Context: an optimization exercise on an open-source flow, tuned for small area, a short achievable clock period and few clock cycles. The choices shown serve that exercise and are no tape-out recipe. Only simulation tests tie the RTL to the original design; equivalence was not proved. Power figures rest on the tool's default switching activity, not on a simulated workload.

### design/flow/design.v
`timescale 1ns / 1ps
module CacheController(
    rst,
    clk,
    wr,
    rd,
    data_rd,
    data_wr,
    addr_req,
    addr_resp,
    rdy,
    busy,
    wr_mem,
    rd_mem,
    busy_mem,
    data_rd_mem,
    data_wr_mem,
    addr_mem,
    cache_miss_count,
    cache_hit_count
    );
    input  rst; 
    input  clk; 
    input  wr;
    input  rd;
    output [31:0] data_rd;
    reg    [31:0] data_rd;
    input  [31:0] data_wr;
    input  [31:0] addr_req;
    output [31:0] addr_resp;
    reg    [31:0] addr_resp;
    output rdy;
    reg    rdy;
    output busy;
    output  wr_mem;
    output  rd_mem;
    input   busy_mem;
    input  [31:0] data_rd_mem;
    output [31:0] data_wr_mem;
    output [31:0] addr_mem;
    output [31:0] cache_miss_count;
    reg    [31:0] cache_miss_count;
    output [31:0] cache_hit_count;
    reg    [31:0] cache_hit_count;
    reg [15:0]  cache_valid;
    reg [23:0]  cache_tag [15:0];
    wire [23:0] addr_tag   = addr_req[31:8];
    wire [3:0]  addr_index = addr_req[7:4];
    assign busy        = busy_mem;
    assign rd_mem      = rd & ~rst;
    assign wr_mem      = wr & ~rst;
    assign addr_mem    = addr_req;
    assign data_wr_mem = data_wr;
    wire accept = (rd | wr) & ~busy_mem;
    reg         v1;
    reg  [31:0] a1;
    reg  [31:0] d1;
    reg  [23:0] old_tag;
    reg         old_valid;
    wire        hit1 = old_valid && (old_tag == a1[31:8]);
    always @(posedge clk) begin
        old_tag   <= cache_tag[addr_index];
        old_valid <= cache_valid[addr_index];
        a1        <= addr_req;
        d1        <= data_rd_mem;
        addr_resp <= a1;
        data_rd   <= d1;
    end
    genvar i;
    generate
        for (i = 0; i < 16; i = i + 1) begin : line
            always @(posedge clk)
                if (accept && addr_index == i)
                    cache_tag[i] <= addr_tag;
        end
    endgenerate
    always @(posedge clk or posedge rst) begin
        if (rst) begin
            v1               <= 1'b0;
            rdy              <= 1'b0;
            cache_valid      <= 16'h0000;
            cache_hit_count  <= 32'h0;
            cache_miss_count <= 32'h0;
        end else begin
            v1  <= accept;
            rdy <= v1;
            if (accept)
                cache_valid[addr_index] <= 1'b1;
            if (v1) begin
                if (hit1)
                    cache_hit_count  <= cache_hit_count + 1'b1;
                else
                    cache_miss_count <= cache_miss_count + 1'b1;
            end
        end
    end
endmodule
### design/flow/flow/run.sh
#!/bin/bash
# The standard layout (the standard.sh, unchanged synthesis and steps),
# with the port buffers that global placement inserts made of the smallest
# buffer cell instead of the one buffer_ports picks by itself; the resizer
# still upsizes any that timing or slew needs.
set -euo pipefail
export BUFFER_PORTS_ARGS="-buffer_cell sky130_fd_sc_hd__buf_1"
bash standard.sh > standard_flow.log 2>&1
### design/flow/standard.sh
#!/bin/bash
# synth_recipe.tcl (not shown) runs the flow's synth.tcl, then flattens the netlist and writes it again
# the make line also repeats each setting of config.mk as NAME=value (left out here)
make -C /OpenROAD-flow-scripts/flow DESIGN_CONFIG=/design/flow/config.mk WORK_HOME=/design/flow/orfs CLKGATE_MAP_FILE= SYNTH_SCRIPT=/design/flow/synth_recipe.tcl "${@:-finish}"
### design/flow/config.mk
export PLATFORM = sky130hd
export DESIGN_NAME = CacheController
export DESIGN_NICKNAME = CacheController
export VERILOG_FILES = /design/flow/design.v
export SDC_FILE = /design/flow/constraint.sdc
export NUM_CORES = 4
export LEC_CHECK = 0
export CAP_MARGIN = 20
export CORE_MARGIN = 2
export CORE_UTILIZATION = 70
export CTS_BUF_LIST = sky130_fd_sc_hd__clkbuf_4
export CTS_CLUSTER_DIAMETER = 50
export CTS_CLUSTER_SIZE = 10
export SETUP_SLACK_MARGIN = 3.6
export SLEW_MARGIN = 20
### design/flow/constraint.sdc
create_clock -name core_clock -period 6.5 [get_ports {clk}]
set_input_delay 1.3000 -clock core_clock [delete_from_list [all_inputs] [get_ports {clk}]]
set_output_delay 1.3000 -clock core_clock [all_outputs]
set_load 0.01 [all_outputs]
==> flow_summary_export.csv, run 1 <==
group,metric,value,unit
critical_path,cp_top_family,"buffers and inverters",
yosys,synth-edff-count,384,
placement,dp_hpwl,30200,µm
critical_path,crit_start,"rd",
critical_path,ff2ff_setup_slack,3.79,ns
route,routedWlPerCell,25.1,µm
timing,worst_pin_slew,0.730,ns
route,viasPerCell,6.38,
yosys,synth-seq-area-share,0.751,
finish,final_nets,1724,
route,first_iter_violations,1515,
placement,post-place-ws,2.00,ns
clocking,clk_latency,0.75,ns
grt,grt_usage,0.318,
critical_path,crit_fanout,2,
finish,drive_gt1_frac,0.189,
timing,worst_hold_slack,0.324,ns
timing,finClkSkew,0.0732,ns
yosys,ys_types,62,
yosys,synth-main-ff-cell,"edfxtp_1",
critical_path,rr_worst_depth,6,
finish,multi_input_area,0.00479,mm²
die,die_h,182,µm
yosys,synthCells,1410,
timing,fmax,0.338,GHz
pwr,total_leakage_power,8.88,nW
critical_path,endpoint,"rd_mem",
placement,port_buffers,232,
grt,grt_pass1_vias,12973,
critical_path,cp-start-kind,"input pin",
critical_path,crit_cells,3,
finish,post-route-cell-area,0.0247,mm²
yosys,synthTopCellsByArea,"edfxtp_1 (52%), dfxtp_1 (14%), dfrtp_1 (9.3%)",
finish,final_util,0.785,
run,maxCapViolCount,0,
finish,final_common_cell,"edfxtp_1",
critical_path,worst_ep_required_time,5.20,ns
timing,finalCritPeriodShare,0.455,
critical_path,rr_endpoint,"cache_hit_count[23]$_DFFE_PP0P_",
finish,layout_common_cells,"edfxtp_1 (384), buf_1 (174), dfxtp_1 (153), clkbuf_4 (124), dfrtp_1 (82)",
finish,seqCellArea,0.0166,mm²
die,dieArea,0.0331,mm²
die,core,0.0314,mm²
yosys,synth_top_area_cell,"edfxtp_1",
clocking,htreeDepth,3,
timing,fin_setup_tns,0,ns
yosys,async_flop_share,0.132,
placement,place_area,0.0229,mm²
critical_path,crit_type,"in2out",
yosys,yosysTopAreaCellShare,0.521,
timing,rsz0062_at_grt,"yes",
timing,drv_slew,0,
timing,slew_headroom,0.513,
route,vias,13249,
pwr,max-vdd-ir-drop,0.205,mV
status,status,"complete, no violations",
clocking,cts_tree,"done",
finish,nFillCells,1831,
critical_path,worst_setup_path_end_kind,"output port",
yosys,synth.avg_cell_area,15.7,µm²
clocking,cts_root_buf,"clkbuf_4",
critical_path,crit_slowest_cell,"buf_2",
grt,grt-ovfl-total,0,
clocking,ctsLongestPathBuffers,3,
clocking,clkSlewWorstSetupHoldPaths,0.10,ns
clocking,hold_buffers,0,
critical_path,crit_path_cell_trace,"buf_1 -> nor2b_1 -> buf_2",
die,rows,65,
grt,antenna_found_initial,1,
die,pin_count,297,
die,die_w,182,µm
yosys,yosysWarnings,2,
yosys,synth_seq_cells,619,
yosys,syn-num-nets,1518,
route,ant_nets,0,
critical_path,crit_buf_inv,2,
clocking,numCtsBuffers,72,
grt,grt_first_pass_wirelength,78000,µm
critical_path,r2r-start,"a1[15]$_DFF_P_",
timing,setup_viol,0,
placement,place_congestion,0.856,
critical_path,cp.arrival,1.66,ns
clocking,clock-sinks,619,
timing,period_needed,2.96,ns
yosys,synth.cell_area,0.0222,mm²
finish,area_growth,11.3,%
route,dr.pass1.iters,6,
worst_hold_path,worstHoldPathType,"reg2reg",
critical_path,slowest_delay,0.14,ns
route,wl,52200,µm
die,start_util,0.706,
pwr,power_density,287,mW/mm²
timing,hold_violations,0,
route,drc_errors,0,
grt,grt_max_degree,79,
timing,setup_ws,3.54,ns
## layout make-up
type                       instances  share of cell area
antenna                            1            0.000102
inverter                          15             0.00244
clock buffer                     124              0.0378
clock inverter                     8             0.00320
multi-input combinational        644               0.194
sequential                       619               0.675
tap                              402              0.0204
timing repair buffer             264              0.0667
## Yosys cell counts, drive strengths merged (14+ instances only)
library cell and instances:
a221oi 24, a21oi 22, dfxtp 153, and3 27
a222oi 18, nand2 69, and2 31, mux2 16
xor2 28, nand3 32, a41oi 14, nor3 23
buf 101, nor2 48, a22o 31, mux2i 14
clkbuf 34, nand4 24, inv 15, dfrtp 82
a22oi 51, o21ai 17, edfxtp 384, xnor2 61
## state kept, by name, indices dropped and copies added (netlist names), 16 cells and up
| signal | cells |
|---|---|
| cache_hit_count | 32 |
| d1 | 32 |
| addr_resp | 32 |
| cache_valid | 16 |
| old_tag | 24 |
| data_rd | 32 |
| a1 | 32 |
| cache_tag | 384 |
| cache_miss_count | 32 |
## repair_timing
action / in CTS / in global routing
resized for setup: 170 / 17
cloned: 6 / 0
endpoints found under the hold margin: 0 / 0
pin swaps: 0 / 0
setup endpoints to repair: 406 / 48
setup buffers: 8 / 1
## worst min-delay path by stage
stage | start | to | slack (ns) | depth (start not counted)
finish | a1[1]$_DFF_P_ | addr_resp[1]$_DFF_P_ | 0.32 | 0
global route | d1[26]$_DFF_P_ | data_rd[26]$_DFF_P_ | 0.32 | 0
CTS | a1[10]$_DFF_P_ | addr_resp[10]$_DFF_P_ | 0.30 | 0
detailed placement | d1[8]$_DFF_P_ | data_rd[8]$_DFF_P_ | 0.31 | 0
global placement | d1[2]$_DFF_P_ | data_rd[2]$_DFF_P_ | 0.31 | 0
floorplan | a1[0]$_DFF_P_ | addr_resp[0]$_DFF_P_ | 0.31 | 0
## metrics by stage
stage | instances | total power [mW]
finish | 2077 | 7.06
global route | 2077 | 7.30
CTS | 2074 | 7.07
detailed placement | 1928 | 4.96
global placement | 1928 | 4.94
floorplan | 1410 | 4.77
## logic make-up (layout without fill, tap and decap cells)
group / Yosys count / after routing / synth area share
other: 0 / 1 / 0
XOR/XNOR: 89 / 89 / 0.0352
AO/OA/AOI/OAI: 222 / 222 / 0.0774
AND/OR/NAND/NOR: 287 / 290 / 0.0726
flip-flops: 619 / 619 / 0.751
adder cells (fa/ha/maj): 7 / 7 / 0.00395
buffers and inverters: 150 / 411 / 0.0387
multiplexers: 36 / 36 / 0.0206
## report_power, final
part	leakage [nW]	switching, mW	internal (mW)	total (mW)
registers	5.84	0.0797	4.33	4.41
clock network	0.603	1.25	0.903	2.15
logic	2.44	0.303	0.207	0.510
total	8.88	1.63	5.44	7.06
## per-layer routing
metal  vias up  global-route usage  share of wire
met5         -                   0              0
met4         0               0.112          0.029
met3       128              0.0570           0.11
met2       924               0.515           0.48
met1      6500               0.443           0.38
li1       5697                   -              -
Testbench counts, summed over its fixed seeds: cycles 12,016.
==> inputs of run 2 (changes only) <==
--- a/design/flow/config.mk
+++ b/design/flow/config.mk
@@ -8,8 +8,8 @@
 export CAP_MARGIN = 20
 export CORE_MARGIN = 2
 export CORE_UTILIZATION = 70
-export CTS_BUF_LIST = sky130_fd_sc_hd__clkbuf_4
-export CTS_CLUSTER_DIAMETER = 50
-export CTS_CLUSTER_SIZE = 10
+export CTS_BUF_LIST = sky130_fd_sc_hd__clkbuf_16
+export CTS_CLUSTER_DIAMETER = 70
+export CTS_CLUSTER_SIZE = 30
 export SETUP_SLACK_MARGIN = 3.6
 export SLEW_MARGIN = 20
==> run 2 against run 1 <==
Effect of this change: still clean on timing, DRC and antenna; power rose by 2.7%; worst setup slack got worse by 0.027 ns; critical path depth did not move; synthesized cell count did not move; flip-flop and latch count did not move; clock skew fell by 0.041 ns; non-clock buffer count rose by 4; fmax fell by 0.91%; core utilization rose by 0.61 points; combinational power rose by 2%; first-iteration DRC count rose by 5.5%; critical path type unchanged; critical endpoint is now addr_mem[7]; largest power group unchanged.
==> flow_summary_export.csv, run 2 <==
group,metric,value,unit
critical_path,crit_cells,3,
yosys,synthTopCellsByArea,"edfxtp_1 (52%), dfxtp_1 (14%), dfrtp_1 (9.3%)",
yosys,ys_types,62,
critical_path,endpoint,"addr_mem[7]",
critical_path,cp-start-kind,"input pin",
route,ant_nets,0,
clocking,clkSlewWorstSetupHoldPaths,0.10,ns
timing,worst_pin_slew,0.638,ns
timing,worst_hold_slack,0.328,ns
grt,grt_first_pass_wirelength,78600,µm
yosys,synth_top_area_cell,"edfxtp_1",
die,pin_count,297,
finish,final_common_cell,"edfxtp_1",
pwr,max-vdd-ir-drop,0.333,mV
die,dieArea,0.0331,mm²
yosys,synth_mux_area_frac,0.0206,
critical_path,worst_setup_path_end_kind,"output port",
grt,grt_usage,0.321,
clocking,numCtsBuffers,31,
route,dr.pass1.iters,6,
yosys,async_flop_share,0.132,
critical_path,worst_ep_required_time,5.20,ns
finish,final_nets,1694,
yosys,yosysWarnings,2,
timing,setup_viol,0,
yosys,synth.avg_cell_area,15.7,µm²
placement,post-place-ws,2.00,ns
yosys,yosys.area_share.adder,0.00395,
timing,setup_ws,3.51,ns
die,rows,65,
finish,drive_gt1_frac,0.155,
placement,dp_hpwl,30200,µm
finish,final_util,0.791,
placement,place_congestion,0.856,
yosys,syn-num-nets,1518,
timing,finalCritPeriodShare,0.459,
yosys,synth_top_family_by_area,"compound AO/OA/AOI/OAI gates",
yosys,synth-seq-area-share,0.751,
route,first_iter_violations,1599,
grt,grt-ovfl-total,0,
clocking,htreeDepth,1,
worst_hold_path,worstHoldPathType,"reg2reg",
finish,nFillCells,1754,
die,start_util,0.706,
yosys,synthCells,1410,
clocking,hold_buffers,0,
yosys,synth.cell_area,0.0222,mm²
die,die_h,182,µm
pwr,power,7.25,mW
yosys,synth-edff-count,384,
yosys,synth-main-ff-cell,"edfxtp_1",
critical_path,crit_fanout,8,
critical_path,cp.arrival,1.69,ns
yosys,synthMostInstantiatedCell,"edfxtp_1",
critical_path,rr_worst_depth,6,
die,die_w,182,µm
finish,post-route-cell-area,0.0248,mm²
finish,largest_register_ffs,384,
critical_path,ff2ff_setup_slack,3.74,ns
timing,slew_headroom,0.574,
clocking,ctsLongestPathBuffers,3,
pwr,total_leakage_power,8.88,nW
yosys,synth_seq_cells,619,
critical_path,crit_start,"addr_req[7]",
yosys,ys_top_cells_by_count,"edfxtp_1 (384), dfxtp_1 (153), dfrtp_1 (82), nand2_1 (69), buf_4 (66)",
timing,hold_violations,0,
clocking,clk_latency,0.62,ns
pwr,power_density,292,mW/mm²
critical_path,r2r-start,"a1[15]$_DFF_P_",
yosys,synthXorXnorAreaFrac,0.0352,
route,vias,13019,
yosys,synth_compound_area_frac,0.0774,
critical_path,crit_type,"in2out",
timing,drv_slew,0,
finish,antenna_cells,0,
finish,area_growth,12.2,%
finish,regMostFlops,"cache_tag",
timing,period_needed,2.99,ns
grt,grt_pass1_vias,12716,
run,maxCapViolCount,0,
clocking,cts_root_buf,"clkbuf_16",
critical_path,crit_slowest_cell,"clkbuf_16",
critical_path,crit_path_cell_trace,"clkbuf_16 -> buf_16 -> buf_6",
yosys,yosysTopAreaCellShare,0.521,
finish,layout_common_cells,"edfxtp_1 (384), buf_1 (174), dfxtp_1 (153), dfrtp_1 (82), nand2_1 (69)",
critical_path,slowest_delay,0.15,ns
route,wl,53600,µm
grt,grt_max_degree,79,
placement,placedCellCount,1928,
route,viasPerCell,6.47,
grt,antenna_found_initial,1,
critical_path,crit_buf_inv,3,
timing,finClkSkew,0.0326,ns
critical_path,cp_top_family,"buffers and inverters",
die,core,0.0314,mm²
timing,fin_setup_tns,0,ns
placement,port_buffers,232,
finish,finalNonFillerCells,2012,
yosys,yosys.area_share.simple,0.0726,
timing,fmax,0.335,GHz
clocking,cts_tree,"done",
clocking,clock-sinks,619,
route,drc_errors,0,
status,status,"complete, no violations",
placement,place_area,0.0229,mm²
critical_path,rr_endpoint,"cache_hit_count[23]$_DFFE_PP0P_",
route,routedWlPerCell,26.6,µm
timing,rsz0062_at_grt,"yes",
## run 2: cell counts after synthesis
Identical to the previous run, type by type.
## run 2: layer usage
metal | part of all wire | GRT usage | up-vias
met4 | 0.034 | 0.105 | 4
met5 | 0.00045 | 0 | -
met1 | 0.38 | 0.448 | 6406
li1 | - | - | 5607
met2 | 0.48 | 0.525 | 844
met3 | 0.10 | 0.0560 | 158
## run 2: what timing repair did
| action | in CTS | in global routing |
|---|---|---|
| pin swaps | 2 | 0 |
| endpoints found under the hold margin | 0 | 0 |
| buffers inserted | 9 | 4 |
| gates resized for setup | 180 | 21 |
| cloned | 12 | 1 |
| endpoints found under the setup margin | 409 | 45 |
## run 2: worst min path at each step
stage,start,end,slack (ns),depth (start not counted)
finish,d1[11]$_DFF_P_,data_rd[11]$_DFF_P_,0.33,0
global route,d1[11]$_DFF_P_,data_rd[11]$_DFF_P_,0.33,0
CTS,d1[11]$_DFF_P_,data_rd[11]$_DFF_P_,0.33,0
floorplan,a1[0]$_DFF_P_,addr_resp[0]$_DFF_P_,0.31,0
global placement,d1[2]$_DFF_P_,data_rd[2]$_DFF_P_,0.31,0
detailed placement,d1[8]$_DFF_P_,data_rd[8]$_DFF_P_,0.31,0
## run 2: area by class of cell
type | count | area (µm²) | share of cell area
Sequential cell | 619 | 16600 | 0.670
Multi-Input combinational cell | 651 | 4850 | 0.195
Timing Repair Buffer | 268 | 1690 | 0.0679
Clock buffer | 32 | 801 | 0.0322
Tap cell | 402 | 503 | 0.0202
Clock inverter | 25 | 288 | 0.0116
Inverter | 15 | 63.8 | 0.00257
## run 2: cells by family after synthesis
logic type | count (synthesis)
AOI/OAI and AO/OA | 222
DFF | 619
and+or+nand+nor | 287
adders and majority gates | 7
xor gates and xnor gates | 89
muxes | 36
buffers and inverters | 150
## run 2: worst reg2reg max path, cell delays in order (launching register included)
cell	delay, ns
dfxtp_1	0.36
xnor2_1	0.25
nand4_1	0.32
nor4_4	0.64
nand3_2	0.49
nor4_2	0.41
xor2_1	0.19
## run 2: power by group
group | switching (mW) | total, mW | internal, mW
Clock | 1.35 | 2.33 | 0.982
Sequential | 0.0800 | 4.41 | 4.33
Combinational | 0.310 | 0.519 | 0.209
Total | 1.74 | 7.25 | 5.52
==> inputs of run 3 (changes only) <==
--- a/design/flow/config.mk
+++ b/design/flow/config.mk
@@ -9,7 +9,7 @@
 export CORE_MARGIN = 2
 export CORE_UTILIZATION = 70
 export CTS_BUF_LIST = sky130_fd_sc_hd__clkbuf_16
-export CTS_CLUSTER_DIAMETER = 70
-export CTS_CLUSTER_SIZE = 30
-export SETUP_SLACK_MARGIN = 3.6
+export CTS_CLUSTER_DIAMETER = 100
+export CTS_CLUSTER_SIZE = 25
+export SETUP_SLACK_MARGIN = 3.3
 export SLEW_MARGIN = 20
==> run 3 against run 2 <==
Effect of this change: flip-flop and latch count stayed put; combinational power is 7.9% lower; first-iteration DRC count is 1.7% lower; via count is 1.4% lower; largest cell class unchanged.
==> flow_summary_export.csv, run 3 <==
group,metric,value,unit
route,wl,52000,µm
finish,antenna_cells,0,
finish,final_common_cell,"edfxtp_1",
yosys,ys_types,62,
die,die_w,182,µm
grt,grt_max_degree,83,
pwr,max-vdd-ir-drop,0.335,mV
critical_path,cp-start-kind,"input pin",
grt,grt-ovfl-total,0,
finish,final_nets,1675,
yosys,synth.avg_cell_area,15.7,µm²
clocking,clk_latency,0.60,ns
finish,drive_gt1_frac,0.110,
critical_path,crit_fanout,18,
yosys,synth-main-ff-cell,"edfxtp_1",
finish,layout_common_cells,"edfxtp_1 (384), buf_1 (204), dfxtp_1 (153), dfrtp_1 (82), nand2_1 (69)",
die,dieArea,0.0331,mm²
route,first_iter_violations,1572,
timing,hold_violations,0,
die,core,0.0314,mm²
grt,grt_first_pass_wirelength,77200,µm
finish,finalNonFillerCells,1991,
timing,fin_setup_tns,0,ns
clocking,clkSlewWorstSetupHoldPaths,0.09,ns
yosys,synthTopCellsByArea,"edfxtp_1 (52%), dfxtp_1 (14%), dfrtp_1 (9.3%)",
placement,place_area,0.0229,mm²
clocking,ctsLongestPathBuffers,3,
grt,grt_pass1_vias,12390,
placement,placedCellCount,1934,
placement,place_congestion,0.885,
grt,antenna_found_initial,0,
route,dr.pass1.iters,6,
grt,grt_usage,0.317,
route,drc_errors,0,
critical_path,cp.arrival,1.89,ns
clocking,htreeDepth,1,
timing,rsz0062_at_grt,"no",
run,maxCapViolCount,0,
clocking,cts_root_buf,"clkbuf_16",
finish,post-route-cell-area,0.0240,mm²
die,start_util,0.706,
timing,fmax,0.314,GHz
yosys,ys_top_cells_by_count,"edfxtp_1 (384), dfxtp_1 (153), dfrtp_1 (82), nand2_1 (69), buf_4 (66)",
timing,setup_viol,0,
timing,drv_slew,0,
timing,finClkSkew,0.0196,ns
yosys,synthCells,1410,
pwr,power,6.84,mW
placement,dp_hpwl,31200,µm
clocking,cts_tree,"done",
critical_path,worst_setup_path_end_kind,"output port",
yosys,async_flop_share,0.132,
finish,area_growth,8.38,%
yosys,synth-edff-count,384,
yosys,yosysWarnings,2,
placement,port_buffers,232,
yosys,synth.cell_area,0.0222,mm²
finish,largest_register_ffs,384,
die,pin_count,297,
yosys,synth_top_area_cell,"edfxtp_1",
pwr,power_density,285,mW/mm²
route,viasPerCell,6.45,
route,routedWlPerCell,26.1,µm
critical_path,crit_type,"in2out",
clocking,clock-sinks,619,
route,vias,12841,
critical_path,worst_ep_required_time,5.20,ns
die,die_h,182,µm
yosys,yosysTopAreaCellShare,0.521,
die,rows,65,
timing,slew_headroom,0.376,
yosys,syn-num-nets,1518,
timing,finalCritPeriodShare,0.490,
timing,period_needed,3.19,ns
pwr,total_leakage_power,8.51,nW
yosys,synth_seq_cells,619,
worst_hold_path,worstHoldPathType,"reg2reg",
status,status,"complete, no violations",
clocking,numCtsBuffers,28,
timing,worst_pin_slew,0.935,ns
finish,regMostFlops,"cache_tag",
route,ant_nets,0,
yosys,synthMostInstantiatedCell,"edfxtp_1",
yosys,synth-seq-area-share,0.751,
==> run 3: worst paths after layout <==
check / start / to / slack (ns) / depth (start not counted)
max: addr_req[7] / addr_mem[7] / 3.31 / 3
min: d1[17]$_DFF_P_ / data_rd[17]$_DFF_P_ / 0.33 / 0
max reg2reg: a1[9]$_DFF_P_ / cache_hit_count[24]$_DFFE_PP0P_ / 3.65 / 6
min reg2reg: d1[17]$_DFF_P_ / data_rd[17]$_DFF_P_ / 0.33 / 0
max in group asynchronous: rst / cache_miss_count[10]$_DFFE_PP0P_ / 5.03 / 3
min in group asynchronous: rst / cache_valid[10]$_DFFE_PP0P_ / 0.98 / 3
==> run 3: report_power, final <==
part / total (mW) / internal (mW) / switching [mW]
sequential: 4.41 / 4.33 / 0.0835
combinational: 0.478 / 0.178 / 0.300
clock: 1.95 / 0.794 / 1.16
total: 6.84 / 5.30 / 1.54
==> run 3: cell families (layout without fill, tap and decap cells) <==
logic type | Yosys count | after routing | synth area share
XOR/XNOR | 89 | 89 | 0.0352
multiplexers | 36 | 36 | 0.0206
AND/OR/NAND/NOR | 287 | 290 | 0.0726
adder cells (fa/ha/maj) | 7 | 7 | 0.00395
AO/OA/AOI/OAI | 222 | 222 | 0.0774
flip-flops | 619 | 619 | 0.751
buffers and inverters | 150 | 326 | 0.0387
==> run 3: layer usage <==
layer	global-route usage	part of all wire	wire, µm
met1	0.443	0.38	19600
met4	0.108	0.038	1980
met2	0.508	0.48	24800
met3	0.0624	0.11	5680
met5	0	0	0
==> run 3: critical path, cell delays in order <==
cell and delay, ns:
clkbuf_8 0.20, buf_12 0.19, buf_1 0.17
==> run 3: layout make-up <==
type                            count  area [µm²]
Clock buffer                       28         701
Tap cell                          402         503
Multi-Input combinational cell    644        4780
Inverter                           15        60.1
Fill cell                        1905        7380
Timing Repair Buffer              259        1210
Sequential cell                   619       16600
Clock inverter                     24         108
==> run 3: repair_timing <==
| item | in CTS | in global routing |
|---|---|---|
| resized for setup | 86 | 7 |
| setup endpoints to repair | 400 | 71 |
| cloned | 4 | 0 |
| hold endpoints to repair | 0 | 0 |
| hold buffers | 0 | 0 |
| buffers inserted | 1 | 0 |
| pin swaps | 1 | 0 |
==> run 3: metrics by stage <==
| step | utilization | setup slack, ns | hold WS [ns] |
|---|---|---|---|
| after global placement | 0.731 | 1.88 | 0.310 |
| after detailed placement | 0.731 | 1.79 | 0.312 |
| final | 0.765 | 3.31 | 0.330 |
| after floorplan | - | 3.32 | 0.310 |
| after CTS | 0.764 | 3.32 | 0.333 |
| after global routing | 0.765 | 3.31 | 0.337 |
==> inputs of run 4 (changes only) <==
--- a/design/flow/config.mk
+++ b/design/flow/config.mk
@@ -11,5 +11,5 @@
 export CTS_BUF_LIST = sky130_fd_sc_hd__clkbuf_16
 export CTS_CLUSTER_DIAMETER = 100
 export CTS_CLUSTER_SIZE = 25
-export SETUP_SLACK_MARGIN = 3.3
+export SETUP_SLACK_MARGIN = 3.9
 export SLEW_MARGIN = 20
==> run 4 against run 3 <==
Effect of this change: cell area is 7.4% higher; critical path type unchanged; core utilization is 5.6 points higher; largest power group unchanged; sequential power hardly changed; power is 1.9% higher; synthesized area stayed put; sequential share of layout area is 4.7 points lower; first-iteration DRC count is 9.7% higher; die area stayed put.
==> flow_summary_export.csv, run 4 <==
group,metric,value,unit
critical_path,crit_slowest_cell,"clkbuf_16",
yosys,ys_types,62,
yosys,synth_compound_area_frac,0.0774,
route,drc_errors,0,
critical_path,crit_cells,3,
finish,final_nets,1761,
yosys,synth.avg_cell_area,15.7,µm²
route,routedWlPerCell,28.0,µm
route,first_iter_violations,1724,
critical_path,rr_endpoint,"cache_hit_count[24]$_DFFE_PP0P_",
yosys,synthTopCellsByArea,"edfxtp_1 (52%), dfxtp_1 (14%), dfrtp_1 (9.3%)",
die,start_util,0.706,
critical_path,rr_worst_depth,6,
die,dieArea,0.0331,mm²
clocking,ctsLongestPathBuffers,3,
yosys,yosys.area_share.simple,0.0726,
critical_path,ff2ff_setup_slack,4.10,ns
yosys,synthXorXnorAreaFrac,0.0352,
pwr,intPower,5.38,mW
grt,grt_usage,0.336,
critical_path,crit_buf_inv,3,
pwr,switchingPower,1.58,mW
route,ant_nets,0,
yosys,synth-main-ff-cell,"edfxtp_1",
route,vias,13631,
finish,final_util,0.821,
clocking,htreeDepth,1,
timing,finalCritPeriodShare,0.455,
run,maxCapViolCount,0,
yosys,synth_seq_cells,619,
grt,grt_first_pass_wirelength,81500,µm
timing,rsz0062_at_grt,"yes",
timing,slew_headroom,0.499,
critical_path,slowest_delay,0.13,ns
pwr,p_clk_frac,0.280,
critical_path,r2r-start,"a1[9]$_DFF_P_",
placement,post-place-ws,2.20,ns
timing,worst_pin_slew,0.751,ns
critical_path,worst_setup_path_end_kind,"output port",
finish,post-route-cell-area,0.0258,mm²
pwr,combPwrFrac,0.087,
yosys,synth_top_area_cell,"edfxtp_1",
timing,period_needed,2.96,ns
worst_hold_path,worstHoldPathType,"reg2reg",
finish,drive_gt1_frac,0.202,
pwr,power_density,270,mW/mm²
worst_hold_path,hold_path_depth,0,
timing,setup_ws,3.54,ns
die,die_w,182,µm
grt,grt-ovfl-total,0,
finish,seqCellArea,0.0166,mm²
placement,placedCellCount,1923,
yosys,synth_top_family_by_area,"compound AO/OA/AOI/OAI gates",
clocking,cts_tree,"done",
clocking,numCtsBuffers,28,
yosys,ys_top_cells_by_count,"edfxtp_1 (384), dfxtp_1 (153), dfrtp_1 (82), nand2_1 (69), buf_4 (66)",
finish,finalNonFillerCells,2076,
worst_hold_path,min_to,"data_rd[13]$_DFF_P_",
finish,nFillCells,1612,
finish,antenna_cells,0,
die,rows,65,
timing,hold_violations,0,
placement,place_congestion,0.822,
clocking,hold_buffers,0,
pwr,max-vdd-ir-drop,0.300,mV
pwr,power_frac_seq,0.633,
finish,largest_register_ffs,384,
finish,layout_common_cells,"edfxtp_1 (384), buf_1 (165), dfxtp_1 (153), buf_4 (81), dfrtp_1 (80)",
finish,area_growth,16.4,%
placement,dp_hpwl,29600,µm
timing,worst_hold_slack,0.322,ns
pwr,power,6.97,mW
finish,multi_input_area,0.00519,mm²
critical_path,cp-start-kind,"input pin",
grt,grt_pass1_vias,12839,
timing,fin_setup_tns,0,ns
yosys,synth.cell_area,0.0222,mm²
yosys,synthCells,1410,
route,viasPerCell,6.57,
placement,place_area,0.0231,mm²
critical_path,crit_path_cell_trace,"clkbuf_16 -> buf_16 -> buf_6",
yosys,async_flop_share,0.132,
die,pin_count,297,
worst_hold_path,hold_start,"d1[13]$_DFF_P_",
finish,final_common_cell,"edfxtp_1",
die,core,0.0314,mm²
yosys,synth_mux_area_frac,0.0206,
critical_path,crit_fanout,2,
critical_path,cp.arrival,1.66,ns
pwr,total_leakage_power,9.38,nW
yosys,synth-seq-area-share,0.751,
grt,antenna_found_initial,0,
status,status,"complete, no violations",
timing,setup_viol,0,
yosys,syn-num-nets,1518,
clocking,clock-sinks,619,
pwr,sw_frac_of_total,0.227,
route,dr.pass1.iters,6,
placement,port_buffers,232,
finish,regMostFlops,"cache_tag",
clocking,cts_root_buf,"clkbuf_16",
critical_path,cp_top_family,"buffers and inverters",
timing,fmax,0.338,GHz
yosys,yosys.area_share.adder,0.00395,
clocking,clk_latency,0.61,ns
die,die_h,182,µm
grt,grt_max_degree,83,
yosys,yosysWarnings,2,
clocking,clkSlewWorstSetupHoldPaths,0.10,ns
timing,drv_slew,0,
yosys,yosysTopAreaCellShare,0.521,
yosys,synth-edff-count,384,
critical_path,worst_ep_required_time,5.20,ns
critical_path,crit_type,"in2out",
yosys,synthMostInstantiatedCell,"edfxtp_1",
route,wl,58100,µm
timing,finClkSkew,0.0359,ns
run 4: cell types whose count changed in the layout (fill, tap and decap cells not counted), moves of 8 or more:
cell / delta
buf_4: +60
buf_1: -39
and2_2: -8
buf_6: +36
buf_2: -22
and2_4: +23
a221oi_1: -9
a221oi_2: +9
buf_12: +25
run 4: what timing repair did:
action	CTS	global route
gates resized for setup	245	36
cloned	15	9
setup buffers	49	29
pin swaps	5	8
endpoints found under the setup margin	497	433
run 4: cell families after synthesis:
group | after synthesis
flip-flops | 619
AND/OR/NAND/NOR | 287
AO/OA/AOI/OAI | 222
buffers and inverters | 150
XOR/XNOR | 89
multiplexers | 36
adder cells (fa/ha/maj) | 7
run 4: final cells by class:
cell class	count	area share
sequential	619	0.646
timing repair inverter	1	0.000291
tap	402	0.0195
inverter	15	0.00296
multi-input combinational	659	0.201
clock buffer	28	0.0272
clock inverter	23	0.00403
timing repair buffer	329	0.0988
run 4: power by group through the flow:
stage	clock [mW]	combinational, mW	sequential, mW
after floorplan	0	0.320	4.49
after global placement	0	0.455	4.49
after detailed placement	0	0.467	4.49
after CTS	1.96	0.569	4.41
after global routing	2.09	0.635	4.42
final	1.95	0.606	4.41
run 4: how the worst max path moves through the flow:
| stage | start | end | slack [ns] |
|---|---|---|---|
| 2_1_floorplan | addr_req[4] | old_tag[20]$_DFF_P_ | 3.64 |
| 3_3_place_gp | addr_req[4] | cache_tag[5][3]$_DFFE_PP_ | 2.24 |
| 3_5_place_dp | addr_req[4] | cache_tag[5][3]$_DFFE_PP_ | 2.20 |
| 4_1_cts | addr_req[7] | addr_mem[7] | 3.55 |
| 5_1_grt | addr_req[7] | addr_mem[7] | 3.54 |
| 6_report | addr_req[7] | addr_mem[7] | 3.54 |
run 4: metal layers:
metal / up-vias / GRT usage / routed length, µm
met2: 1059 / 0.543 / 27600
met4: 0 / 0.145 / 2780
met5: - / 0 / 0
met1: 6644 / 0.448 / 20200
li1: 5738 / - / -
met3: 190 / 0.0740 / 7530
==> inputs of run 5 (changes only) <==
--- a/design/flow/config.mk
+++ b/design/flow/config.mk
@@ -11,5 +11,5 @@
 export CTS_BUF_LIST = sky130_fd_sc_hd__clkbuf_16
 export CTS_CLUSTER_DIAMETER = 100
 export CTS_CLUSTER_SIZE = 25
-export SETUP_SLACK_MARGIN = 3.9
+export SETUP_SLACK_MARGIN = 3.7
 export SLEW_MARGIN = 20
==> run 5 against run 4 <==
Effect of this change: largest power group unchanged; highest routed layer unchanged; flip-flop and latch count did not move; first-iteration DRC count rose by 3.9%; register-to-register slack got worse by 0.23 ns; routed wire length fell by 6.0%; worst setup slack got worse by 0.026 ns; critical path depth did not move; synthesized cell count did not move.
==> flow_summary_export.csv, run 5 <==
group,metric,value,unit
status,status,"complete, no violations",
clocking,cts_root_buf,"clkbuf_16",
finish,layout_common_cells,"edfxtp_1 (384), buf_1 (166), dfxtp_1 (153), dfrtp_1 (82), nand2_1 (69)",
yosys,ys_types,62,
route,dr.pass1.iters,6,
clocking,cts_tree,"done",
clocking,clkSlewWorstSetupHoldPaths,0.09,ns
critical_path,crit_type,"in2out",
die,die_w,182,µm
finish,drive_gt1_frac,0.167,
timing,hold_violations,0,
clocking,hold_buffers,0,
yosys,synth_mux_area_frac,0.0206,
timing,fmax,0.335,GHz
yosys,synth-main-ff-cell,"edfxtp_1",
critical_path,crit_path_cell_trace,"clkbuf_16 -> buf_16 -> buf_6",
timing,drv_slew,0,
route,ant_nets,0,
yosys,async_flop_share,0.132,
timing,worst_hold_slack,0.326,ns
route,vias,13316,
finish,largest_register_ffs,384,
finish,regMostFlops,"cache_tag",
critical_path,worst_setup_path_end_kind,"output port",
die,die_h,182,µm
grt,grtUsageMet1,0.449,
placement,port_buffers,232,
pwr,sw_frac_of_total,0.225,
grt,grt_first_pass_wirelength,78900,µm
critical_path,crit_slowest_cell,"clkbuf_16",
timing,period_needed,2.98,ns
timing,slew_headroom,0.316,
clocking,ctsLongestPathBuffers,3,
pwr,power_frac_seq,0.634,
yosys,synthTopCellsByArea,"edfxtp_1 (52%), dfxtp_1 (14%), dfrtp_1 (9.3%)",
die,rows,65,
grt,antenna_found_initial,0,
yosys,yosysWarnings,2,
critical_path,crit_buf_inv,3,
pwr,intPower,5.38,mW
grt,grt.busiest_layer,"met2",
pwr,max-vdd-ir-drop,0.308,mV
run,maxCapViolCount,0,
timing,rsz0062_at_grt,"yes",
route,drc_errors,0,
grt,grt_pass1_vias,12759,
timing,finalCritPeriodShare,0.459,
die,pin_count,297,
critical_path,cp-start-kind,"input pin",
yosys,yosys.area_share.adder,0.00395,
critical_path,slowest_delay,0.14,ns
yosys,synthCells,1410,
pwr,combPwrFrac,0.081,
yosys,synth.cell_area,0.0222,mm²
yosys,synth-edff-count,384,
grt,grt_max_degree,83,
yosys,syn-num-nets,1518,
critical_path,cp.arrival,1.68,ns
yosys,yosys.area_share.simple,0.0726,
die,start_util,0.706,
yosys,ys_top_cells_by_count,"edfxtp_1 (384), dfxtp_1 (153), dfrtp_1 (82), nand2_1 (69), buf_4 (66)",
yosys,yosysTopAreaCellShare,0.521,
finish,final_nets,1729,
yosys,synthMostInstantiatedCell,"edfxtp_1",
finish,area_growth,13.7,%
die,core,0.0314,mm²
route,wl,54600,µm
clocking,clock-sinks,619,
grt,use_met3,0.0495,
pwr,power_density,276,mW/mm²
placement,place_congestion,0.817,
timing,setup_ws,3.52,ns
route,routedWlPerCell,26.7,µm
timing,setup_viol,0,
yosys,synth_seq_cells,619,
die,dieArea,0.0331,mm²
pwr,p_clk_frac,0.284,
placement,post-place-ws,2.03,ns
timing,worst_pin_slew,1.02,ns
critical_path,cp_top_family,"buffers and inverters",
clocking,htreeDepth,1,
critical_path,worst_ep_required_time,5.20,ns
yosys,synthXorXnorAreaFrac,0.0352,
critical_path,crit_fanout,5,
yosys,synth_top_family_by_area,"compound AO/OA/AOI/OAI gates",
placement,dp_hpwl,29700,µm
yosys,synth.avg_cell_area,15.7,µm²
clocking,clk_latency,0.59,ns
pwr,total_leakage_power,9.10,nW
pwr,switchingPower,1.56,mW
timing,finClkSkew,0.0148,ns
route,first_iter_violations,1791,
yosys,synth-seq-area-share,0.751,
grt,grt-ovfl-total,0,
finish,antenna_cells,0,
timing,fin_setup_tns,0,ns
worst_hold_path,worstHoldPathType,"reg2reg",
finish,final_common_cell,"edfxtp_1",
grt,met2_usage,0.529,
route,viasPerCell,6.51,
yosys,synth_top_area_cell,"edfxtp_1",
clocking,numCtsBuffers,28,
grt,grt_usage,0.322,
yosys,synth_compound_area_frac,0.0774,
## run 5: cell types whose count changed in the layout (fill, tap and decap cells not counted), moves of 3 or more
| cell | change |
|---|---|
| and2_4 | -7 |
| a22oi_2 | -6 |
| buf_6 | -4 |
| a22oi_1 | +6 |
| nor2b_1 | +3 |
| a221oi_2 | -9 |
| and3_4 | -3 |
| and2_2 | +6 |
| buf_8 | -3 |
| buf_4 | -20 |
| nor2b_4 | -5 |
| a221oi_1 | +9 |
## run 5: final cells by class
class,count,area [µm²]
well taps,402,503
repair buffers,301,2210
clock inverters,23,91.3
inverters,15,76.3
flip-flops and latches,619,16600
clock buffers,29,726
multi-input cells,655,4940
repair inverters,1,5.00
fillers,1725,6200
## run 5: metal layers
metal	wire length (µm)	up-vias	part of all wire
li1	-	5661	-
met2	26400	949	0.48
met3	6060	160	0.11
met1	20200	6546	0.37
met5	0	-	0
met4	2030	0	0.037
## run 5: final timing paths
kind / from / slack (ns) / depth (start not counted) / endpoint
max: addr_req[6] / 3.52 / 3 / addr_mem[6]
min in group asynchronous: rst / 0.89 / 3 / cache_hit_count[20]$_DFFE_PP0P_
min: d1[23]$_DFF_P_ / 0.33 / 0 / data_rd[23]$_DFF_P_
max in group asynchronous: rst / 5.07 / 3 / cache_miss_count[10]$_DFFE_PP0P_
max reg2reg: a1[15]$_DFF_P_ / 3.87 / 6 / cache_hit_count[23]$_DFFE_PP0P_
min reg2reg: d1[23]$_DFF_P_ / 0.33 / 0 / data_rd[23]$_DFF_P_
## run 5: logic make-up (layout without fill, tap and decap cells)
kind of cell / Yosys count / in the layout
muxes: 36 / 36
adders and majority gates: 7 / 7
DFF: 619 / 619
and+or+nand+nor: 287 / 301
buffers and inverters: 150 / 369
xor gates and xnor gates: 89 / 89
AOI/OAI and AO/OA: 222 / 222
## run 5: timing repair
item / 4_1_cts / 5_1_grt
pin swaps: 2 / 1
buffers inserted: 36 / 13
hold endpoints to repair: 0 / 0
resized for setup: 241 / 18
setup endpoints to repair: 455 / 166
gates cloned: 15 / 3
## run 5: per-stage QoR
step	utilization	power [mW]	instance area (µm²)	std cells
after CTS	0.796	6.92	25000	2029
after global routing	0.802	7.14	25200	2045
after detailed placement	0.731	4.95	23000	1926
after floorplan	-	4.78	22300	1410
final	0.802	6.95	25200	2045
after global placement	0.731	4.94	23000	1926
## run 5: power by group through the flow
stage          clock, mW  sequential [mW]  combinational (mW)
2_1_floorplan          0             4.49               0.288
3_3_place_gp           0             4.49               0.449
3_5_place_dp           0             4.49               0.462
4_1_cts             1.97             4.40               0.545
5_1_grt             2.12             4.42               0.598
6_report            1.98             4.41               0.566
==> inputs of run 6 (changes only) <==
--- a/design/flow/config.mk
+++ b/design/flow/config.mk
@@ -11,5 +11,5 @@
 export CTS_BUF_LIST = sky130_fd_sc_hd__clkbuf_16
 export CTS_CLUSTER_DIAMETER = 100
 export CTS_CLUSTER_SIZE = 25
-export SETUP_SLACK_MARGIN = 3.7
+export SETUP_SLACK_MARGIN = 3.6
 export SLEW_MARGIN = 20
==> run 6 against run 5 <==
Effect of this change: still clean; largest cell class unchanged; sequential share of layout area grew 1.8 points; worst setup slack gained 0.019 ns; highest routed layer unchanged; cell area shrank 2.6%; critical path type unchanged; die area is the same; count of clock-buffer cells in the layout is the same; flip-flop and latch count is the same; power shrank 1.1%.
==> flow_summary_export.csv, run 6 <==
group,metric,value,unit
status,status,"complete, no violations",
route,first_iter_violations,1507,
grt,grt_usage,0.316,
die,core,0.0314,mm²
timing,setup_viol,0,
critical_path,crit_type,"in2out",
clocking,cts_root_buf,"clkbuf_16",
clocking,ctsLongestPathBuffers,3,
finish,nFillCells,1810,
die,rows,65,
critical_path,r2r-start,"a1[15]$_DFF_P_",
timing,worst_pin_slew,0.902,ns
finish,final_nets,1689,
timing,fmax,0.337,GHz
route,ant_nets,0,
placement,dp_hpwl,30200,µm
critical_path,crit_start,"addr_req[7]",
yosys,synthMostInstantiatedCell,"edfxtp_1",
yosys,yosysTopAreaCellShare,0.521,
grt,grt_pass1_vias,12526,
die,start_util,0.706,
finish,drive_gt1_frac,0.140,
clocking,hold_buffers,0,
route,routedWlPerCell,26.1,µm
route,wl,52400,µm
yosys,synthTopCellsByArea,"edfxtp_1 (52%), dfxtp_1 (14%), dfrtp_1 (9.3%)",
critical_path,cp-start-kind,"input pin",
yosys,async_flop_share,0.132,
clocking,clk_latency,0.59,ns
yosys,ys_top_cells_by_count,"edfxtp_1 (384), dfxtp_1 (153), dfrtp_1 (82), nand2_1 (69), buf_4 (66)",
yosys,synth.avg_cell_area,15.7,µm²
critical_path,worst_setup_path_end_kind,"output port",
placement,place_congestion,0.856,
yosys,ys_types,62,
die,die_w,182,µm
route,vias,12848,
clocking,clock-sinks,619,
worst_hold_path,hold_start,"d1[7]$_DFF_P_",
yosys,synth_top_area_cell,"edfxtp_1",
finish,antenna_cells,0,
pwr,total_leakage_power,8.79,nW
run,maxCapViolCount,0,
critical_path,crit_fanout,3,
die,pin_count,297,
yosys,synth_seq_cells,619,
die,dieArea,0.0331,mm²
timing,slew_headroom,0.398,
timing,finClkSkew,0.0130,ns
timing,rsz0062_at_grt,"yes",
finish,final_common_cell,"edfxtp_1",
finish,layout_common_cells,"edfxtp_1 (384), buf_1 (174), dfxtp_1 (153), dfrtp_1 (82), nand2_1 (69)",
critical_path,cp.arrival,1.66,ns
pwr,power_density,280,mW/mm²
yosys,synth-edff-count,384,
die,die_h,182,µm
yosys,synthCells,1410,
clocking,htreeDepth,1,
timing,hold_violations,0,
grt,grt_max_degree,79,
timing,drv_slew,0,
yosys,synth-main-ff-cell,"edfxtp_1",
finish,regMostFlops,"cache_tag",
timing,finalCritPeriodShare,0.456,
finish,largest_register_ffs,384,
finish,post-route-cell-area,0.0245,mm²
yosys,synth-seq-area-share,0.751,
placement,place_area,0.0229,mm²
grt,grt_first_pass_wirelength,77500,µm
worst_hold_path,worstHoldPathType,"reg2reg",
route,dr.pass1.iters,5,
yosys,yosysWarnings,2,
grt,grt-ovfl-total,0,
critical_path,ff2ff_setup_slack,3.82,ns
yosys,syn-num-nets,1518,
yosys,synth.cell_area,0.0222,mm²
pwr,max-vdd-ir-drop,0.305,mV
route,drc_errors,0,
route,viasPerCell,6.41,
placement,port_buffers,232,
timing,fin_setup_tns,0,ns
clocking,numCtsBuffers,28,
grt,antenna_found_initial,0,
clocking,cts_tree,"done",
critical_path,worst_ep_required_time,5.20,ns
clocking,clkSlewWorstSetupHoldPaths,0.09,ns
finish,area_growth,10.8,%
timing,period_needed,2.96,ns
run 6: logic make-up (layout without fill, tap and decap cells):
family	Yosys count	after routing	synth area share
xor+xnor	89	89	0.0352
fa+ha+maj	7	7	0.00395
flops	619	619	0.751
simple gates	287	297	0.0726
compound gates	222	222	0.0774
mux	36	36	0.0206
buf+inv	150	332	0.0387
run 6: layer usage:
metal | track usage | wire length (µm) | up-vias
li1 | - | - | 5571
met1 | 0.439 | 19700 | 6344
met2 | 0.517 | 25200 | 814
met3 | 0.0495 | 5630 | 119
met4 | 0.114 | 1860 | 0
met5 | 0 | 0 | -
run 6: power by group:
group / leakage (nW) / total (mW) / internal (mW) / switching, mW
logic: 2.48 / 0.515 / 0.209 / 0.306
registers: 5.84 / 4.41 / 4.33 / 0.0807
clock network: 0.473 / 1.95 / 0.814 / 1.14
run 6: critical path: stages:
cell and delay, ns:
clkbuf_16 0.13, buf_16 0.12, buf_6 0.11
run 6: worst paths after layout:
kind / to / cells past startpoint
min reg2reg: data_rd[7]$_DFF_P_ / 0
max: addr_mem[7] / 3
min in group asynchronous: cache_hit_count[20]$_DFFE_PP0P_ / 2
max reg2reg: cache_hit_count[23]$_DFFE_PP0P_ / 6
min: data_rd[7]$_DFF_P_ / 0
max in group asynchronous: cache_miss_count[2]$_DFFE_PP0P_ / 4
run 6: final cells by class:
| type | instances | area, µm² | area share |
|---|---|---|---|
| Clock inverter | 22 | 87.6 | 0.00357 |
| Clock buffer | 29 | 726 | 0.0296 |
| Timing Repair Buffer | 266 | 1660 | 0.0678 |
| Inverter | 15 | 60.1 | 0.00245 |
| Tap cell | 402 | 503 | 0.0205 |
| Sequential cell | 619 | 16600 | 0.678 |
| Multi-Input combinational cell | 651 | 4850 | 0.198 |
run 6: stage by stage:
stage	cells	util	power, mW	setup WS (ns)	hold slack (ns)
after global placement	1928	0.730	4.94	2.09	0.310
after detailed placement	1928	0.730	4.96	2.00	0.312
after CTS	1998	0.776	6.88	3.46	0.327
after global routing	2004	0.782	7.09	3.51	0.329
after floorplan	1410	-	4.77	3.60	0.310
final	2004	0.782	6.87	3.54	0.323
run 6: repair_timing:
item                                    CTS  global route
cloned                                   12             1
pin swaps                                 2             0
gates resized for setup                 179            23
setup buffers                             7             4
endpoints found under the setup margin  410            33
==> inputs of run 7 (changes only) <==
--- a/design/flow/config.mk
+++ b/design/flow/config.mk
@@ -10,6 +10,6 @@
 export CORE_UTILIZATION = 70
 export CTS_BUF_LIST = sky130_fd_sc_hd__clkbuf_16
 export CTS_CLUSTER_DIAMETER = 100
-export CTS_CLUSTER_SIZE = 25
+export CTS_CLUSTER_SIZE = 28
 export SETUP_SLACK_MARGIN = 3.6
 export SLEW_MARGIN = 20
==> run 7 against run 6 <==
Effect of this change: still clean on timing, DRC and antenna; synthesized cell count did not move; synthesized area did not move; flip-flop and latch count did not move; non-clock buffer count rose by 2; die area did not move; final cell count barely moved; worst setup slack got worse by 0.0080 ns; clock power fell by 3%; fmax fell by 0.27%; critical path type unchanged; critical endpoint unchanged.
==> flow_summary_export.csv, run 7 <==
group,metric,value,unit
status,status,"complete, no violations",
yosys,synth_mux_area_frac,0.0206,
placement,dp_hpwl,30200,µm
critical_path,cp-start-kind,"input pin",
clocking,hold_buffers,0,
timing,worst_pin_slew,0.863,ns
route,viasPerCell,6.49,
die,die_w,182,µm
clocking,clock-sinks,619,
yosys,async_flop_share,0.132,
pwr,total_leakage_power,8.79,nW
yosys,yosys.area_share.simple,0.0726,
finish,regMostFlops,"cache_tag",
grt,grt_pass1_vias,12619,
placement,place_congestion,0.856,
grt,grt_first_pass_wirelength,78400,µm
yosys,yosysWarnings,2,
critical_path,worst_ep_required_time,5.20,ns
route,ant_nets,0,
critical_path,crit_fanout,2,
timing,slew_headroom,0.424,
timing,setup_viol,0,
die,pin_count,297,
yosys,synthMostInstantiatedCell,"edfxtp_1",
yosys,synth.avg_cell_area,15.7,µm²
route,wl,53200,µm
finish,layout_common_cells,"edfxtp_1 (384), buf_1 (174), dfxtp_1 (153), dfrtp_1 (82), nand2_1 (69)",
timing,period_needed,2.97,ns
timing,rsz0062_at_grt,"yes",
pwr,power_density,278,mW/mm²
critical_path,slowest_delay,0.13,ns
placement,place_area,0.0229,mm²
grt,grt_max_degree,79,
timing,fmax,0.337,GHz
critical_path,crit_slowest_cell,"clkbuf_16",
yosys,synth-seq-area-share,0.751,
critical_path,crit_path_cell_trace,"clkbuf_16 -> buf_16 -> clkbuf_2",
finish,seqCellArea,0.0166,mm²
grt,antenna_found_initial,0,
die,start_util,0.706,
die,die_h,182,µm
yosys,synth_top_family_by_area,"compound AO/OA/AOI/OAI gates",
route,first_iter_violations,1628,
yosys,synth-main-ff-cell,"edfxtp_1",
route,routedWlPerCell,26.6,µm
finish,largest_register_ffs,384,
die,core,0.0314,mm²
finish,antenna_cells,0,
yosys,synth_top_area_cell,"edfxtp_1",
pwr,max-vdd-ir-drop,0.310,mV
yosys,yosysTopAreaCellShare,0.521,
placement,port_buffers,232,
yosys,synth_compound_area_frac,0.0774,
timing,finalCritPeriodShare,0.457,
route,vias,12994,
clocking,cts_tree,"done",
yosys,synth.cell_area,0.0222,mm²
timing,drv_slew,0,
yosys,ys_types,62,
finish,drive_gt1_frac,0.140,
yosys,syn-num-nets,1518,
clocking,clk_latency,0.59,ns
worst_hold_path,worstHoldPathType,"reg2reg",
timing,hold_violations,0,
critical_path,cp.arrival,1.67,ns
finish,nFillCells,1803,
clocking,cts_root_buf,"clkbuf_16",
run,maxCapViolCount,0,
timing,finClkSkew,0.0236,ns
critical_path,worst_setup_path_end_kind,"output port",
die,dieArea,0.0331,mm²
route,drc_errors,0,
critical_path,crit_type,"in2out",
clocking,numCtsBuffers,26,
grt,grt_usage,0.320,
die,rows,65,
clocking,clkSlewWorstSetupHoldPaths,0.10,ns
route,dr.pass1.iters,7,
finish,final_common_cell,"edfxtp_1",
yosys,synth_seq_cells,619,
yosys,synthCells,1410,
yosys,ys_top_cells_by_count,"edfxtp_1 (384), dfxtp_1 (153), dfrtp_1 (82), nand2_1 (69), buf_4 (66)",
finish,multi_input_area,0.00485,mm²
finish,final_nets,1688,
yosys,synthTopCellsByArea,"edfxtp_1 (52%), dfxtp_1 (14%), dfrtp_1 (9.3%)",
clocking,ctsLongestPathBuffers,3,
clocking,htreeDepth,1,
yosys,synthXorXnorAreaFrac,0.0352,
timing,fin_setup_tns,0,ns
yosys,synth-edff-count,384,
finish,post-route-cell-area,0.0245,mm²
finish,area_growth,10.8,%
timing,worst_hold_slack,0.324,ns
yosys,yosys.area_share.adder,0.00395,
grt,grt-ovfl-total,0,
==> run 7: changes by cell type in the layout (fill, tap and decap cells not counted), sizes merged <==
cell	delta
and2	-1
buf	+1
clkbuf	-2
clkinv	+1
inv	-1
==> run 7: what timing repair did <==
item | in CTS | in global routing
gates resized for setup | 184 | 18
pin swaps | 2 | 0
setup buffers | 11 | 2
gates cloned | 11 | 1
setup endpoints to repair | 410 | 36
==> run 7: through the flow <==
stage | instances | utilization | total power, mW | worst slack (ns)
after floorplan | 1410 | - | 4.77 | 3.60
after global placement | 1928 | 0.730 | 4.94 | 2.09
after detailed placement | 1928 | 0.730 | 4.96 | 2.00
after CTS | 1998 | 0.777 | 6.83 | 3.45
after global routing | 2002 | 0.782 | 7.03 | 3.51
final | 2002 | 0.782 | 6.83 | 3.53
==> run 7: layout make-up <==
cell class | instances | share of cell area
tap | 402 | 0.0205
multi-input combinational | 650 | 0.198
clock inverter | 22 | 0.00495
sequential | 619 | 0.678
inverter | 15 | 0.00245
clock buffer | 26 | 0.0265
timing repair buffer | 268 | 0.0697
==> run 7: critical path: cells and delay by family <==
kind,cells,cell delay [ns]
buffers and inverters,3,0.36
==> run 7: cells by family after synthesis <==
family,after synthesis
AOI/OAI and AO/OA,222
muxes,36
xor gates and xnor gates,89
adders and majority gates,7
and+or+nand+nor,287
buffers and inverters,150
DFF,619
==> run 7: path summary, 6_finish.rpt <==
kind                                 from                               end  slack [ns]  cells after the start
max in group asynchronous             rst  cache_miss_count[13]$_DFFE_PP0P_        5.08                      4
min in group asynchronous             rst   cache_hit_count[18]$_DFFE_PP0P_        0.57                      2
min                         d1[7]$_DFF_P_                data_rd[7]$_DFF_P_        0.32                      0
max reg2reg                a1[15]$_DFF_P_   cache_hit_count[23]$_DFFE_PP0P_        3.78                      6
max                           addr_req[7]                       addr_mem[7]        3.53                      3
min reg2reg                 d1[7]$_DFF_P_                data_rd[7]$_DFF_P_        0.32                      0
==> run 7: power breakdown <==
group	internal [mW]	leakage, nW	switching [mW]
combinational	0.209	2.50	0.308
clock	0.749	0.445	1.15
sequential	4.33	5.84	0.0805
==> run 7: routing by layer <==
layer  routed length [µm]  GRT usage
met1                20100      0.446
met2                25700      0.526
met3                 5540     0.0515
met4                 1910      0.110
met5                    0          0
==> inputs of run 8 (changes only) <==
==> design/flow/design.v (replaced) <==
`timescale 1ns / 1ps
module CacheController(
    rst,
    clk,
    wr,
    rd,
    data_rd,
    data_wr,
    addr_req,
    addr_resp,
    rdy,
    busy,
    wr_mem,
    rd_mem,
    busy_mem,
    data_rd_mem,
    data_wr_mem,
    addr_mem,
    cache_miss_count,
    cache_hit_count
    );
    input  rst; 
    input  clk; 
    input  wr;
    input  rd;
    output [31:0] data_rd;
    reg    [31:0] data_rd;
    input  [31:0] data_wr;
    input  [31:0] addr_req;
    output [31:0] addr_resp;
    reg    [31:0] addr_resp;
    output rdy;
    reg    rdy;
    output busy;
    output  wr_mem;
    reg     wr_mem;
    output  rd_mem;
    reg     rd_mem;
    input   busy_mem;
    input  [31:0] data_rd_mem;
    output [31:0] data_wr_mem;
    reg    [31:0] data_wr_mem;
    output [31:0] addr_mem;
    reg    [31:0] addr_mem;
    output [31:0] cache_miss_count;
    reg    [31:0] cache_miss_count;
    output [31:0] cache_hit_count;
    reg    [31:0] cache_hit_count;
    reg [15:0]  cache_valid;
    reg [23:0]  cache_tag [15:0];
    reg  [23:0] old_tag;          
    reg         old_valid;
    wire [23:0] addr_tag   = addr_req[31:8];
    wire [3:0]  addr_index = addr_req[7:4];
    wire stall  = (rd_mem | wr_mem) & busy_mem;     
    wire done   = (rd_mem | wr_mem) & ~busy_mem;    
    assign busy = stall | (wr_mem & wr);
    wire accept = (rd | wr) & ~busy;
    wire hit = old_valid && (old_tag == addr_mem[31:8]);
    always @(posedge clk) begin
        if (!stall) begin
            addr_mem    <= addr_req;
            data_wr_mem <= data_wr;
        end
        if (accept) begin
            old_tag   <= cache_tag[addr_index];
            old_valid <= cache_valid[addr_index];
        end
        addr_resp <= addr_mem;
        data_rd   <= data_rd_mem;
    end
    genvar i;
    generate
        for (i = 0; i < 16; i = i + 1) begin : line
            always @(posedge clk)
                if (accept && addr_index == i)
                    cache_tag[i] <= addr_tag;
        end
    endgenerate
    always @(posedge clk or posedge rst) begin
        if (rst) begin
            rdy              <= 1'b0;
            rd_mem           <= 1'b0;
            wr_mem           <= 1'b0;
            cache_valid      <= 16'h0000;
            cache_hit_count  <= 32'h0;
            cache_miss_count <= 32'h0;
        end else begin
            rdy <= done;
            if (!stall) begin
                rd_mem <= rd & ~busy;
                wr_mem <= wr & ~busy;
            end
            if (accept)
                cache_valid[addr_index] <= 1'b1;
            if (done) begin
                if (hit)
                    cache_hit_count  <= cache_hit_count + 1'b1;
                else
                    cache_miss_count <= cache_miss_count + 1'b1;
            end
        end
    end
endmodule
--- a/design/flow/config.mk
+++ b/design/flow/config.mk
@@ -10,6 +10,6 @@
 export CORE_UTILIZATION = 70
 export CTS_BUF_LIST = sky130_fd_sc_hd__clkbuf_16
 export CTS_CLUSTER_DIAMETER = 100
-export CTS_CLUSTER_SIZE = 28
+export CTS_CLUSTER_SIZE = 25
 export SETUP_SLACK_MARGIN = 3.6
 export SLEW_MARGIN = 20
==> run 8 against run 7 <==
Effect of this change: hold slack improved by 0.053 ns; register-to-register slack got worse by 0.02 ns; flip-flop and latch count increased by 1; largest power group unchanged.
==> flow_summary_export.csv, run 8 <==
group,metric,value,unit
critical_path,crit_path_cell_trace,"buf_8 -> o21ai_4 -> buf_12 -> nand2_4 -> buf_6",
yosys,yosysTopAreaCellShare,0.629,
finish,regMostFlops,"cache_tag",
critical_path,cp.arrival,1.74,ns
die,pin_count,297,
timing,fin_setup_tns,0,ns
clocking,cts_tree,"done",
grt,grt_usage,0.342,
timing,finalCritPeriodShare,0.468,
clocking,hold_buffers,0,
timing,setup_viol,0,
critical_path,r2r-start,"addr_mem[11]$_DFFE_PN_",
critical_path,endpoint,"busy",
clocking,htreeDepth,1,
timing,hold_violations,0,
timing,drv_slew,0,
route,wl,58900,µm
worst_hold_path,worstHoldPathType,"reg2reg",
yosys,synth.cell_area,0.0226,mm²
critical_path,slowest_delay,0.12,ns
pwr,power_density,281,mW/mm²
route,drc_errors,0,
status,status,"complete, no violations",
timing,rsz0062_at_grt,"yes",
finish,drive_gt1_frac,0.108,
clocking,numCtsBuffers,28,
critical_path,crit_start,"busy_mem",
grt,grt-ovfl-total,0,
critical_path,crit_fanout,3,
yosys,synth-main-ff-cell,"edfxtp_1",
clocking,clock-sinks,620,
finish,final_common_cell,"edfxtp_1",
timing,finClkSkew,0.0208,ns
route,vias,14221,
yosys,synth.avg_cell_area,16.4,µm²
route,viasPerCell,6.71,
yosys,synth-seq-area-share,0.778,
critical_path,worst_ep_required_time,5.20,ns
route,ant_nets,0,
yosys,async_flop_share,0.134,
route,first_iter_violations,2069,
placement,placedCellCount,2023,
yosys,synthMostInstantiatedCell,"edfxtp_1",
clocking,cts_root_buf,"clkbuf_16",
yosys,yosysWarnings,2,
die,die_h,184,µm
yosys,synth-edff-count,473,
critical_path,worst_setup_path_end_kind,"output port",
grt,grt_max_degree,84,
critical_path,crit_type,"in2out",
yosys,synth_top_area_cell,"edfxtp_1",
yosys,synthTopCellsByArea,"edfxtp_1 (63%), dfrtp_1 (9.2%), dfxtp_1 (5.7%)",
timing,worst_pin_slew,0.940,ns
die,start_util,0.714,
die,dieArea,0.0337,mm²
grt,antenna_found_initial,0,
die,rows,65,
finish,largest_register_ffs,384,
placement,place_congestion,0.844,
die,die_w,184,µm
finish,layout_common_cells,"edfxtp_1 (473), buf_1 (289), nand2_1 (100), dfrtp_1 (83), dfxtp_1 (64)",
finish,finalNonFillerCells,2120,
yosys,synthCells,1376,
run,maxCapViolCount,0,
yosys,synth_seq_cells,620,
critical_path,crit_slowest_cell,"buf_12",
die,core,0.0316,mm²
grt,grt_first_pass_wirelength,84100,µm
placement,port_buffers,296,
clocking,clkSlewWorstSetupHoldPaths,0.09,ns
yosys,ys_types,58,
route,dr.pass1.iters,6,
grt,grt_pass1_vias,13756,
critical_path,cp-start-kind,"input pin",
yosys,ys_top_cells_by_count,"edfxtp_1 (473), nand2_1 (105), dfrtp_1 (83), dfxtp_1 (64), nor2_1 (61)",
critical_path,rr_worst_depth,6,
timing,period_needed,3.04,ns
timing,slew_headroom,0.373,
route,routedWlPerCell,27.8,µm
finish,antenna_cells,0,
critical_path,rr_endpoint,"cache_miss_count[19]$_DFFE_PP0P_",
critical_path,ff2ff_setup_slack,3.76,ns
pwr,total_leakage_power,8.92,nW
finish,final_util,0.817,
timing,worst_hold_slack,0.377,ns
finish,area_growth,14.5,%
placement,dp_hpwl,33000,µm
timing,fmax,0.329,GHz
clocking,clk_latency,0.59,ns
finish,final_nets,1804,
clocking,ctsLongestPathBuffers,3,
pwr,max-vdd-ir-drop,0.325,mV
yosys,syn-num-nets,1484,
[run 8: cell type report]
cell class / count / area, µm²
Sequential cell: 620 / 17600
Fill cell: 1676 / 5780
Multi-Input combinational cell: 687 / 5060
Timing Repair Buffer: 347 / 1850
Clock buffer: 29 / 726
Tap cell: 402 / 503
Clock inverter: 23 / 88.8
Inverter: 12 / 70.1
[run 8: worst min path at each step]
stage,slack (ns),to,cells past startpoint,from
5_1_grt,0.40,addr_resp[4]$_DFF_P_,0,addr_mem[4]$_DFFE_PN_
4_1_cts,0.38,addr_resp[4]$_DFF_P_,0,addr_mem[4]$_DFFE_PN_
3_3_place_gp,0.35,addr_resp[0]$_DFF_P_,0,addr_mem[0]$_DFFE_PN_
6_report,0.38,addr_resp[4]$_DFF_P_,0,addr_mem[4]$_DFFE_PN_
2_1_floorplan,0.42,addr_resp[0]$_DFF_P_,0,addr_mem[0]$_DFFE_PN_
3_5_place_dp,0.36,addr_resp[4]$_DFF_P_,0,addr_mem[4]$_DFFE_PN_
[run 8: stage by stage]
stage,cell area (µm²),setup WS [ns],power (mW)
floorplan,22900,3.01,5.02
global placement,24200,2.03,5.28
detailed placement,24200,1.90,5.30
CTS,25400,3.26,7.23
global route,25900,3.45,7.46
finish,25900,3.46,7.26
[run 8: metal layers]
layer | part of all wire | wire length (µm) | global-route usage | vias to the layer above
li1 | - | - | - | 5959
met1 | 0.35 | 20600 | 0.474 | 6961
met2 | 0.47 | 27700 | 0.541 | 1123
met3 | 0.14 | 8120 | 0.0868 | 178
met4 | 0.042 | 2450 | 0.117 | 0
met5 | 0 | 0 | 0 | -
[run 8: power breakdown]
part           total [mW]  internal, mW  switching, mW
sequential           4.60          4.48          0.117
clock                1.97         0.815           1.16
combinational       0.696         0.249          0.447
[run 8: cell families (layout without fill, tap and decap cells)]
family,count (synthesis),count (layout),synth area share
buffers and inverters,79,411,0.0142
XOR/XNOR,87,87,0.0338
AND/OR/NAND/NOR,324,334,0.0733
flip-flops,620,620,0.778
adder cells (fa/ha/maj),7,7,0.00388
AO/OA/AOI/OAI,219,219,0.0746
multiplexers,40,40,0.0222
[run 8: worst max-delay path: cells and delay by family]
kind	cells	cell delay, ns
AOI/OAI and AO/OA	1	0.07
buffers and inverters	3	0.33
and+or+nand+nor	1	0.03
[run 8: timing repair]
item | CTS | global route
cloned | 10 | 2
pin swaps | 12 | 22
setup buffers | 9 | 23
setup endpoints to repair | 337 | 355
resized for setup | 44 | 22
endpoints found under the hold margin | 0 | 0
Testbench counts of run 8, summed over its fixed seeds: cycles 14,249.

==> separate check: timing with driven ports <==
In the flow no input, the clock included, has a driving cell. The finished layouts below were timed again as built, in two steps.
Step 1 sets driving cells, clkbuf_16 on the clock port and buf_2 on the other inputs (assumed; they add their load-dependent delay and slew).
Step 2 moves the port delays by t, midway between the first and last clock arrival at a register: inputs arrive t later, outputs are due t later. That takes back most of the time a late clock gives input paths.
a / b / c = no drivers / after step 1 / after step 2; a / b = the first two.
run | shift t [ns] | slack for setup (ns) | worst slew at a driven data input, ns
run 1 | 0.764 | 3.541 / 3.420 / 2.759 | 0.18
run 2 | 0.653 | 3.513 / 3.373 / 2.785 | 0.18
run 3 | 0.639 | 3.314 / 3.241 / 2.745 | 0.07
run 4 | 0.643 | 3.544 / 3.417 / 3.142 | 0.18
run 5 | 0.633 | 3.517 / 3.387 / 2.980 | 0.18
run 6 | 0.632 | 3.536 / 3.392 / 2.778 | 0.20
run 7 | 0.629 | 3.528 / 3.376 / 2.814 | 0.18
run 8 | 0.624 | 3.460 / 3.416 / 2.900 | 0.06
After both steps setup and hold are still met in every run listed. For run 1, which loses most, drivers alone change the setup slack by -0.121 ns; drivers and shift together by -0.782 ns.
